What follows belongs to an exercise in optimizing a design on an open flow for small area, a short achievable clock period and few clock cycles per item; a production flow would make more cautious choices.
At most, simulation tests tie the RTL to the original design; equivalence was not proved.
Power is estimated from default activity; no workload was simulated.

Setup of P:
==> flow/design.v (excerpt) <==
module bubble_sort_unit(
    input wire       CLK,
    input wire       RST,
    input wire       start_i,
    input wire  [8-1:0] in_data0_i,
    input wire  [8-1:0] in_data1_i,
    input wire  [8-1:0] in_data2_i,
    input wire  [8-1:0] in_data3_i,
    input wire  [8-1:0] in_data4_i,
    input wire  [8-1:0] in_data5_i,
    input wire  [8-1:0] in_data6_i,
    input wire  [8-1:0] in_data7_i,
    input wire  [8-1:0] in_data8_i,
    output wire [8-1:0] out_data0_o,
    output wire [8-1:0] out_data1_o,
    output wire [8-1:0] out_data2_o,
    output wire [8-1:0] out_data3_o,
    output wire [8-1:0] out_data4_o,
    output wire [8-1:0] out_data5_o,
    output wire [8-1:0] out_data6_o,
    output wire [8-1:0] out_data7_o,
    output wire [8-1:0] out_data8_o,
    output wire valid_o
);
==> module bubble_sort_unit, before the edit <==
module bubble_sort_unit(
    input wire       CLK,
    input wire       RST,
    input wire       start_i,
    input wire  [8-1:0] in_data0_i,
    input wire  [8-1:0] in_data1_i,
    input wire  [8-1:0] in_data2_i,
    input wire  [8-1:0] in_data3_i,
    input wire  [8-1:0] in_data4_i,
    input wire  [8-1:0] in_data5_i,
    input wire  [8-1:0] in_data6_i,
    input wire  [8-1:0] in_data7_i,
    input wire  [8-1:0] in_data8_i,
    output wire [8-1:0] out_data0_o,
    output wire [8-1:0] out_data1_o,
    output wire [8-1:0] out_data2_o,
    output wire [8-1:0] out_data3_o,
    output wire [8-1:0] out_data4_o,
    output wire [8-1:0] out_data5_o,
    output wire [8-1:0] out_data6_o,
    output wire [8-1:0] out_data7_o,
    output wire [8-1:0] out_data8_o,
    output wire valid_o
);
    localparam W = 8;
    reg         busy_r;
    reg [W-1:0] d_r [0:8];
    reg [3:0]   swap_a_r, keep_a_r;
    reg         load_r;
    wire [W-1:0] in_w [0:8];
    assign in_w[0] = in_data0_i;
    assign in_w[1] = in_data1_i;
    assign in_w[2] = in_data2_i;
    assign in_w[3] = in_data3_i;
    assign in_w[4] = in_data4_i;
    assign in_w[5] = in_data5_i;
    assign in_w[6] = in_data6_i;
    assign in_w[7] = in_data7_i;
    assign in_w[8] = in_data8_i;
    function automatic gt8(input [7:0] a, input [7:0] b);
        reg [7:0] g1, l1;
        reg [3:0] g2, l2;
        reg [1:0] g3, l3;
        integer n;
        begin
            g1 = a & ~b;
            l1 = ~a & b;
            for (n = 0; n < 4; n = n + 1) begin
                g2[n] = g1[2*n+1] | (~l1[2*n+1] & g1[2*n]);
                l2[n] = l1[2*n+1] | (~g1[2*n+1] & l1[2*n]);
            end
            for (n = 0; n < 2; n = n + 1) begin
                g3[n] = g2[2*n+1] | (~l2[2*n+1] & g2[2*n]);
                l3[n] = l2[2*n+1] | (~g2[2*n+1] & l2[2*n]);
            end
            gt8 = g3[1] | (~l3[1] & g3[0]);
        end
    endfunction
    wire [W-1:0] m_w [0:8];
    wire [W-1:0] b_w [0:8];
    wire [3:0]   swap_a_nx_w;
    genvar i;
    generate
        for (i = 0; i < 9; i = i + 1) begin : layer_a
            wire ld = (i < 4) ? load_r : ~busy_r;
            if (i == 8) begin : lone
                assign m_w[i] = ld ? in_w[8] : d_r[8];
            end else begin : pair
                assign m_w[i] = ({W{ld}}              & in_w[i])
                              | ({W{swap_a_r[i / 2]}} & d_r[i ^ 1])
                              | ({W{keep_a_r[i / 2]}} & d_r[i]);
            end
        end
        assign b_w[0] = m_w[0];
        for (i = 1; i < 9; i = i + 2) begin : layer_b
            wire s = gt8(m_w[i], m_w[i+1]);
            assign b_w[i]   = s ? m_w[i+1] : m_w[i];
            assign b_w[i+1] = s ? m_w[i]   : m_w[i+1];
        end
        for (i = 0; i < 9; i = i + 1) begin : regs
            always @(posedge CLK) d_r[i] <= b_w[i];
        end
        assign swap_a_nx_w[0] = gt8(m_w[0], m_w[1]) | gt8(m_w[0], m_w[2]);
        for (i = 1; i < 4; i = i + 1) begin : next_a
            assign swap_a_nx_w[i] =
                  gt8(m_w[2*i-1], m_w[2*i+1]) | gt8(m_w[2*i-1], m_w[2*i+2])
                | gt8(m_w[2*i],   m_w[2*i+1]) | gt8(m_w[2*i],   m_w[2*i+2]);
        end
    endgenerate
    always @(posedge CLK) begin
        swap_a_r <= {4{start_i}} &  swap_a_nx_w;
        keep_a_r <= {4{start_i}} & ~swap_a_nx_w;
    end
    always @(posedge CLK or negedge RST) begin
        if (!RST) begin
            busy_r <= 1'b0;
            load_r <= 1'b1;
        end else begin
            busy_r <= start_i;
            load_r <= ~start_i;
        end
    end
    assign valid_o = busy_r & ~|swap_a_r;
    assign out_data0_o = d_r[0];
    assign out_data1_o = d_r[1];
    assign out_data2_o = d_r[2];
    assign out_data3_o = d_r[3];
    assign out_data4_o = d_r[4];
    assign out_data5_o = d_r[5];
    assign out_data6_o = d_r[6];
    assign out_data7_o = d_r[7];
    assign out_data8_o = d_r[8];
endmodule
Settings: LEC_CHECK=0, CAP_MARGIN=20, CORE_MARGIN=2, CORE_UTILIZATION=40, SETUP_SLACK_MARGIN=2.0, SLEW_MARGIN=20; clock period 5.0 ns.
standard.sh (not shown) runs the stock make flow with config.mk's settings and CLKGATE_MAP_FILE= SYNTH_SCRIPT=/design/flow/synth_recipe.tcl, a recipe that flattens the netlist after the stock synthesis.
==> flow/flow/run.sh <==
#!/bin/bash
# The standard layout, with the port buffers made from the smallest buffer
# cell and a clock tree of smaller buffers without dummy loads.
set -euo pipefail
bash standard.sh \
  'BUFFER_PORTS_ARGS=-buffer_cell sky130_fd_sc_hd__buf_1' \
  'CTS_ARGS=-sink_clustering_enable -repair_clock_nets -dont_use_dummy_load -buf_list sky130_fd_sc_hd__clkbuf_8' \
  finish > standard_flow.log 2>&1
P went all the way through synthesis, placement and routing and the layout is clean on timing, DRC and antenna.
Testbench counts of P, summed over its fixed seeds: cycles 15,173, items 2,400.
diff inputs: P => Q
--- a/flow/design.v
+++ b/flow/design.v
@@ -60,15 +60,14 @@
     wire [W-1:0] b_w [0:8];
     wire [3:0]   swap_a_nx_w;
     genvar i;
     generate
         for (i = 0; i < 9; i = i + 1) begin : layer_a
-            wire ld = (i < 4) ? load_r : ~busy_r;
             if (i == 8) begin : lone
-                assign m_w[i] = ld ? in_w[8] : d_r[8];
+                assign m_w[i] = load_r ? in_w[8] : d_r[8];
             end else begin : pair
-                assign m_w[i] = ({W{ld}}              & in_w[i])
+                assign m_w[i] = ({W{load_r}}          & in_w[i])
                               | ({W{swap_a_r[i / 2]}} & d_r[i ^ 1])
                               | ({W{keep_a_r[i / 2]}} & d_r[i]);
             end
         end
         assign b_w[0] = m_w[0];
## What came out
Q reached the end of the flow, and the finished layout is clean on the timing, design-rule and antenna checks.
Sort P and Q by synthesized netlist net count, ascending, and Q comes first.
Number of buffers other than clock buffers in the final layout (lower): P
Delta (Q minus P): logic gate share of total power went up by 1.5 points; hold violation total from the final report about even; combinational power went up about 6%; minimum clock period after layout higher.
Summary: with P as the reference, top achievable clock speed in Q moved down by a few percent.
Static leakage power, Q vs P: up by a few percent
Between P and Q, the difference in final hold slack is negligible.
For the least setup slack across all paths after layout, Q came in 0.065 ns lower than P did.
Testbench counts of Q, summed over its fixed seeds: cycles 15,173, items 2,400.

The RTL this note starts from:
==> flow/design.v <==
module bubble_sort_unit(
    input wire       CLK,
    input wire       RST,
    input wire       start_i,
    input wire  [8-1:0] in_data0_i,
    input wire  [8-1:0] in_data1_i,
    input wire  [8-1:0] in_data2_i,
    input wire  [8-1:0] in_data3_i,
    input wire  [8-1:0] in_data4_i,
    input wire  [8-1:0] in_data5_i,
    input wire  [8-1:0] in_data6_i,
    input wire  [8-1:0] in_data7_i,
    input wire  [8-1:0] in_data8_i,
    output wire [8-1:0] out_data0_o,
    output wire [8-1:0] out_data1_o,
    output wire [8-1:0] out_data2_o,
    output wire [8-1:0] out_data3_o,
    output wire [8-1:0] out_data4_o,
    output wire [8-1:0] out_data5_o,
    output wire [8-1:0] out_data6_o,
    output wire [8-1:0] out_data7_o,
    output wire [8-1:0] out_data8_o,
    output wire valid_o
);
    localparam W = 8;
    reg         busy_r;
    reg         done_r;
    reg [1:0]   pass_r;
    reg [W-1:0] d_r [0:8];
    reg [3:0]   swap_a_r;
    wire [W-1:0] in_w [0:8];
    assign in_w[0] = in_data0_i;
    assign in_w[1] = in_data1_i;
    assign in_w[2] = in_data2_i;
    assign in_w[3] = in_data3_i;
    assign in_w[4] = in_data4_i;
    assign in_w[5] = in_data5_i;
    assign in_w[6] = in_data6_i;
    assign in_w[7] = in_data7_i;
    assign in_w[8] = in_data8_i;
    function automatic gt8(input [7:0] a, input [7:0] b);
        reg [7:0] g1, l1;
        reg [3:0] g2, l2;
        reg [1:0] g3, l3;
        integer n;
        begin
            g1 = a & ~b;
            l1 = ~a & b;
            for (n = 0; n < 4; n = n + 1) begin
                g2[n] = g1[2*n+1] | (~l1[2*n+1] & g1[2*n]);
                l2[n] = l1[2*n+1] | (~g1[2*n+1] & l1[2*n]);
            end
            for (n = 0; n < 2; n = n + 1) begin
                g3[n] = g2[2*n+1] | (~l2[2*n+1] & g2[2*n]);
                l3[n] = l2[2*n+1] | (~g2[2*n+1] & l2[2*n]);
            end
            gt8 = g3[1] | (~l3[1] & g3[0]);
        end
    endfunction
    wire [W-1:0] m_w [0:8];
    wire [W-1:0] b_w [0:8];
    wire [3:0]   swap_b_w;
    wire [3:0]   swap_a_nx_w;
    genvar i;
    generate
        for (i = 0; i < 9; i = i + 1) begin : layer_a
            if (i == 8) begin : lone
                assign m_w[i] = busy_r ? d_r[8] : in_w[8];
            end else begin : pair
                wire s = swap_a_r[i / 2];
                wire h = busy_r & ~s;
                assign m_w[i] = ({W{~busy_r}} & in_w[i])
                              | ({W{s}}       & d_r[i ^ 1])
                              | ({W{h}}       & d_r[i]);
            end
        end
        assign b_w[0] = m_w[0];
        for (i = 1; i < 9; i = i + 2) begin : layer_b
            wire s = gt8(m_w[i], m_w[i+1]);
            assign swap_b_w[i/2] = s;
            assign b_w[i]   = s ? m_w[i+1] : m_w[i];
            assign b_w[i+1] = s ? m_w[i]   : m_w[i+1];
        end
        for (i = 0; i < 9; i = i + 1) begin : regs
            always @(posedge CLK) d_r[i] <= b_w[i];
        end
        assign swap_a_nx_w[0] = gt8(m_w[0], m_w[1]) | gt8(m_w[0], m_w[2]);
        for (i = 1; i < 4; i = i + 1) begin : next_a
            assign swap_a_nx_w[i] =
                  gt8(m_w[2*i-1], m_w[2*i+1]) | gt8(m_w[2*i-1], m_w[2*i+2])
                | gt8(m_w[2*i],   m_w[2*i+1]) | gt8(m_w[2*i],   m_w[2*i+2]);
        end
    endgenerate
    always @(posedge CLK) swap_a_r <= {4{start_i}} & swap_a_nx_w;
    wire sorted_w = ~|swap_b_w | (pass_r == 2'd3);
    always @(posedge CLK or negedge RST) begin
        if (!RST) begin
            busy_r <= 1'b0;
            done_r <= 1'b0;
            pass_r <= 2'd0;
        end else begin
            busy_r <= start_i;
            done_r <= start_i & (done_r | (busy_r & sorted_w));
            pass_r <= busy_r ? pass_r + 2'd1 : 2'd0;
        end
    end
    assign valid_o = done_r;
    assign out_data0_o = d_r[0];
    assign out_data1_o = d_r[1];
    assign out_data2_o = d_r[2];
    assign out_data3_o = d_r[3];
    assign out_data4_o = d_r[4];
    assign out_data5_o = d_r[5];
    assign out_data6_o = d_r[6];
    assign out_data7_o = d_r[7];
    assign out_data8_o = d_r[8];
endmodule
==> flow/config.mk <==
export PLATFORM = sky130hd
export DESIGN_NAME = bubble_sort_unit
export DESIGN_NICKNAME = bubble_sort_unit
export VERILOG_FILES = /design/flow/design.v
export SDC_FILE = /design/flow/constraint.sdc
export NUM_CORES = 4
export LEC_CHECK = 0
export CAP_MARGIN = 20
export CORE_MARGIN = 2
export CORE_UTILIZATION = 40
export SETUP_SLACK_MARGIN = 2.2
export SLEW_MARGIN = 20
==> flow/constraint.sdc <==
create_clock -name core_clock -period 5.0 [get_ports {CLK}]
set_input_delay 1.0000 -clock core_clock [delete_from_list [all_inputs] [get_ports {CLK}]]
set_output_delay 1.0000 -clock core_clock [all_outputs]
set_load 0.01 [all_outputs]
Scripts as last shown in full above: flow/flow/run.sh
Rerun with:
--- a/flow/design.v
+++ b/flow/design.v
@@ -38,24 +38,24 @@
     assign in_w[6] = in_data6_i;
     assign in_w[7] = in_data7_i;
     assign in_w[8] = in_data8_i;
     function automatic gt8(input [7:0] a, input [7:0] b);
-        reg [7:0] g1, l1;
-        reg [3:0] g2, l2;
-        reg [1:0] g3, l3;
+        reg [7:0] g1, e1;
+        reg [3:0] g2, e2;
+        reg [1:0] g3, e3;
         integer n;
         begin
             g1 = a & ~b;
-            l1 = ~a & b;
+            e1 = ~(a ^ b);
             for (n = 0; n < 4; n = n + 1) begin
-                g2[n] = g1[2*n+1] | (~l1[2*n+1] & g1[2*n]);
-                l2[n] = l1[2*n+1] | (~g1[2*n+1] & l1[2*n]);
+                g2[n] = g1[2*n+1] | (e1[2*n+1] & g1[2*n]);
+                e2[n] = e1[2*n+1] & e1[2*n];
             end
             for (n = 0; n < 2; n = n + 1) begin
-                g3[n] = g2[2*n+1] | (~l2[2*n+1] & g2[2*n]);
-                l3[n] = l2[2*n+1] | (~g2[2*n+1] & l2[2*n]);
+                g3[n] = g2[2*n+1] | (e2[2*n+1] & g2[2*n]);
+                e3[n] = e2[2*n+1] & e2[2*n];
             end
-            gt8 = g3[1] | (~l3[1] & g3[0]);
+            gt8 = g3[1] | (e3[1] & g3[0]);
         end
     endfunction
     wire [W-1:0] m_w [0:8];
     wire [W-1:0] b_w [0:8];
What happened: Worst hold slack gets better by 29 ps; synthesized area goes up by about 7%; first-iteration DRC count fell by about 40%; fmax rose by about 0.3%; via count went down by about 14%; power increases by 10%; worst setup slack gains 8.8 ps.
Function was not checked in any run of this note: the RTL went through the layout flow alone.

RTL: the design.v shown in full above, as it stands there.
export LEC_CHECK = 0
export CAP_MARGIN = 20
export CORE_MARGIN = 2
export CORE_UTILIZATION = 40
export SETUP_SLACK_MARGIN = 1.8
export SLEW_MARGIN = 20
create_clock -name core_clock -period 5.0 [get_ports {CLK}]
Scripts as last shown in full above: flow/flow/run.sh
The baseline completed with no timing, DRC or antenna violations.
Rerun with:
--- a/flow/design.v
+++ b/flow/design.v
@@ -22,14 +22,13 @@
     output wire [8-1:0] out_data8_o,
     output wire valid_o
 );
     localparam W = 8;
     reg         busy_r;
-    reg         done_r;
-    reg [1:0]   pass_r;
     reg [W-1:0] d_r [0:8];
-    reg [3:0]   swap_a_r;
+    reg [3:0]   swap_a_r, keep_a_r;
+    reg         load_r;
     wire [W-1:0] in_w [0:8];
     assign in_w[0] = in_data0_i;
     assign in_w[1] = in_data1_i;
     assign in_w[2] = in_data2_i;
     assign in_w[3] = in_data3_i;
@@ -57,29 +56,26 @@
             gt8 = g3[1] | (~l3[1] & g3[0]);
         end
     endfunction
     wire [W-1:0] m_w [0:8];
     wire [W-1:0] b_w [0:8];
-    wire [3:0]   swap_b_w;
     wire [3:0]   swap_a_nx_w;
     genvar i;
     generate
         for (i = 0; i < 9; i = i + 1) begin : layer_a
+            wire ld = (i < 4) ? load_r : ~busy_r;
             if (i == 8) begin : lone
-                assign m_w[i] = busy_r ? d_r[8] : in_w[8];
+                assign m_w[i] = ld ? in_w[8] : d_r[8];
             end else begin : pair
-                wire s = swap_a_r[i / 2];
-                wire h = busy_r & ~s;
-                assign m_w[i] = ({W{~busy_r}} & in_w[i])
-                              | ({W{s}}       & d_r[i ^ 1])
-                              | ({W{h}}       & d_r[i]);
+                assign m_w[i] = ({W{ld}}              & in_w[i])
+                              | ({W{swap_a_r[i / 2]}} & d_r[i ^ 1])
+                              | ({W{keep_a_r[i / 2]}} & d_r[i]);
             end
         end
         assign b_w[0] = m_w[0];
         for (i = 1; i < 9; i = i + 2) begin : layer_b
             wire s = gt8(m_w[i], m_w[i+1]);
-            assign swap_b_w[i/2] = s;
             assign b_w[i]   = s ? m_w[i+1] : m_w[i];
             assign b_w[i+1] = s ? m_w[i]   : m_w[i+1];
         end
         for (i = 0; i < 9; i = i + 1) begin : regs
             always @(posedge CLK) d_r[i] <= b_w[i];
@@ -89,24 +85,24 @@
             assign swap_a_nx_w[i] =
                   gt8(m_w[2*i-1], m_w[2*i+1]) | gt8(m_w[2*i-1], m_w[2*i+2])
                 | gt8(m_w[2*i],   m_w[2*i+1]) | gt8(m_w[2*i],   m_w[2*i+2]);
         end
     endgenerate
-    always @(posedge CLK) swap_a_r <= {4{start_i}} & swap_a_nx_w;
-    wire sorted_w = ~|swap_b_w | (pass_r == 2'd3);
+    always @(posedge CLK) begin
+        swap_a_r <= {4{start_i}} &  swap_a_nx_w;
+        keep_a_r <= {4{start_i}} & ~swap_a_nx_w;
+    end
     always @(posedge CLK or negedge RST) begin
         if (!RST) begin
             busy_r <= 1'b0;
-            done_r <= 1'b0;
-            pass_r <= 2'd0;
+            load_r <= 1'b1;
         end else begin
             busy_r <= start_i;
-            done_r <= start_i & (done_r | (busy_r & sorted_w));
-            pass_r <= busy_r ? pass_r + 2'd1 : 2'd0;
+            load_r <= ~start_i;
         end
     end
-    assign valid_o = done_r;
+    assign valid_o = busy_r & ~|swap_a_r;
     assign out_data0_o = d_r[0];
     assign out_data1_o = d_r[1];
     assign out_data2_o = d_r[2];
     assign out_data3_o = d_r[3];
     assign out_data4_o = d_r[4];
=> The changed run completed without violations; via count rose slightly; cell count rose by a few percent; cell area fell by a few percent; core utilization rose by 0.11 points; power fell by about a fifth; hold slack is worse by 0.024 ns; count of clock-buffer cells in the layout stays the same; combinational power fell by about a fifth; flip-flop and latch count rose by 2; sequential power fell by a few percent; non-clock buffer count fell by 11; fmax rose slightly; worst setup slack is better by 0.023 ns; wire length rose by a few percent.
Testbench counts after the change, summed over its fixed seeds: cycles 15,173, items 2,400.
For the first run of this note, only the layout was checked, not whether the RTL still works.

-- separate check: timing with driven ports --
The flow's constraints put no driver on any port. The routed layouts listed below were extracted and timed again, unchanged, in two steps. Step 1 assumes that a clkbuf_16 drives the clock port and a buf_2 every other input. Step 2 adds t to the input delays and takes it off the output delays; t is the mean of the earliest and latest rising clock arrival at the registers after step 1. Input paths then give back, and output paths get back, about the clock's delay inside the block. Three values: ideal ports, drivers, drivers and shift; two values: the first two.
run | t (ns) | slack for setup (ns) | worst slew at a driven data input, ns
P | 0.410 | 1.958 / 1.964 / 1.554 | 0.04
Q | 0.405 | 1.893 / 1.910 / 1.505 | 0.08
the first run of note 2 | 0.412 | 2.090 / 2.090 / 1.850 | 0.04
the second run of note 2 | 0.402 | 2.099 / 2.099 / 1.734 | 0.04
the first run of note 3 | 0.406 | 1.816 / 1.816 / 1.654 | 0.04
the second run of note 3 | 0.405 | 1.839 / 1.839 / 1.496 | 0.04
After both steps every run listed still meets setup and hold. The setup slack of P, which loses most, moves by +0.006 ns with the drivers and by -0.404 ns with both steps.
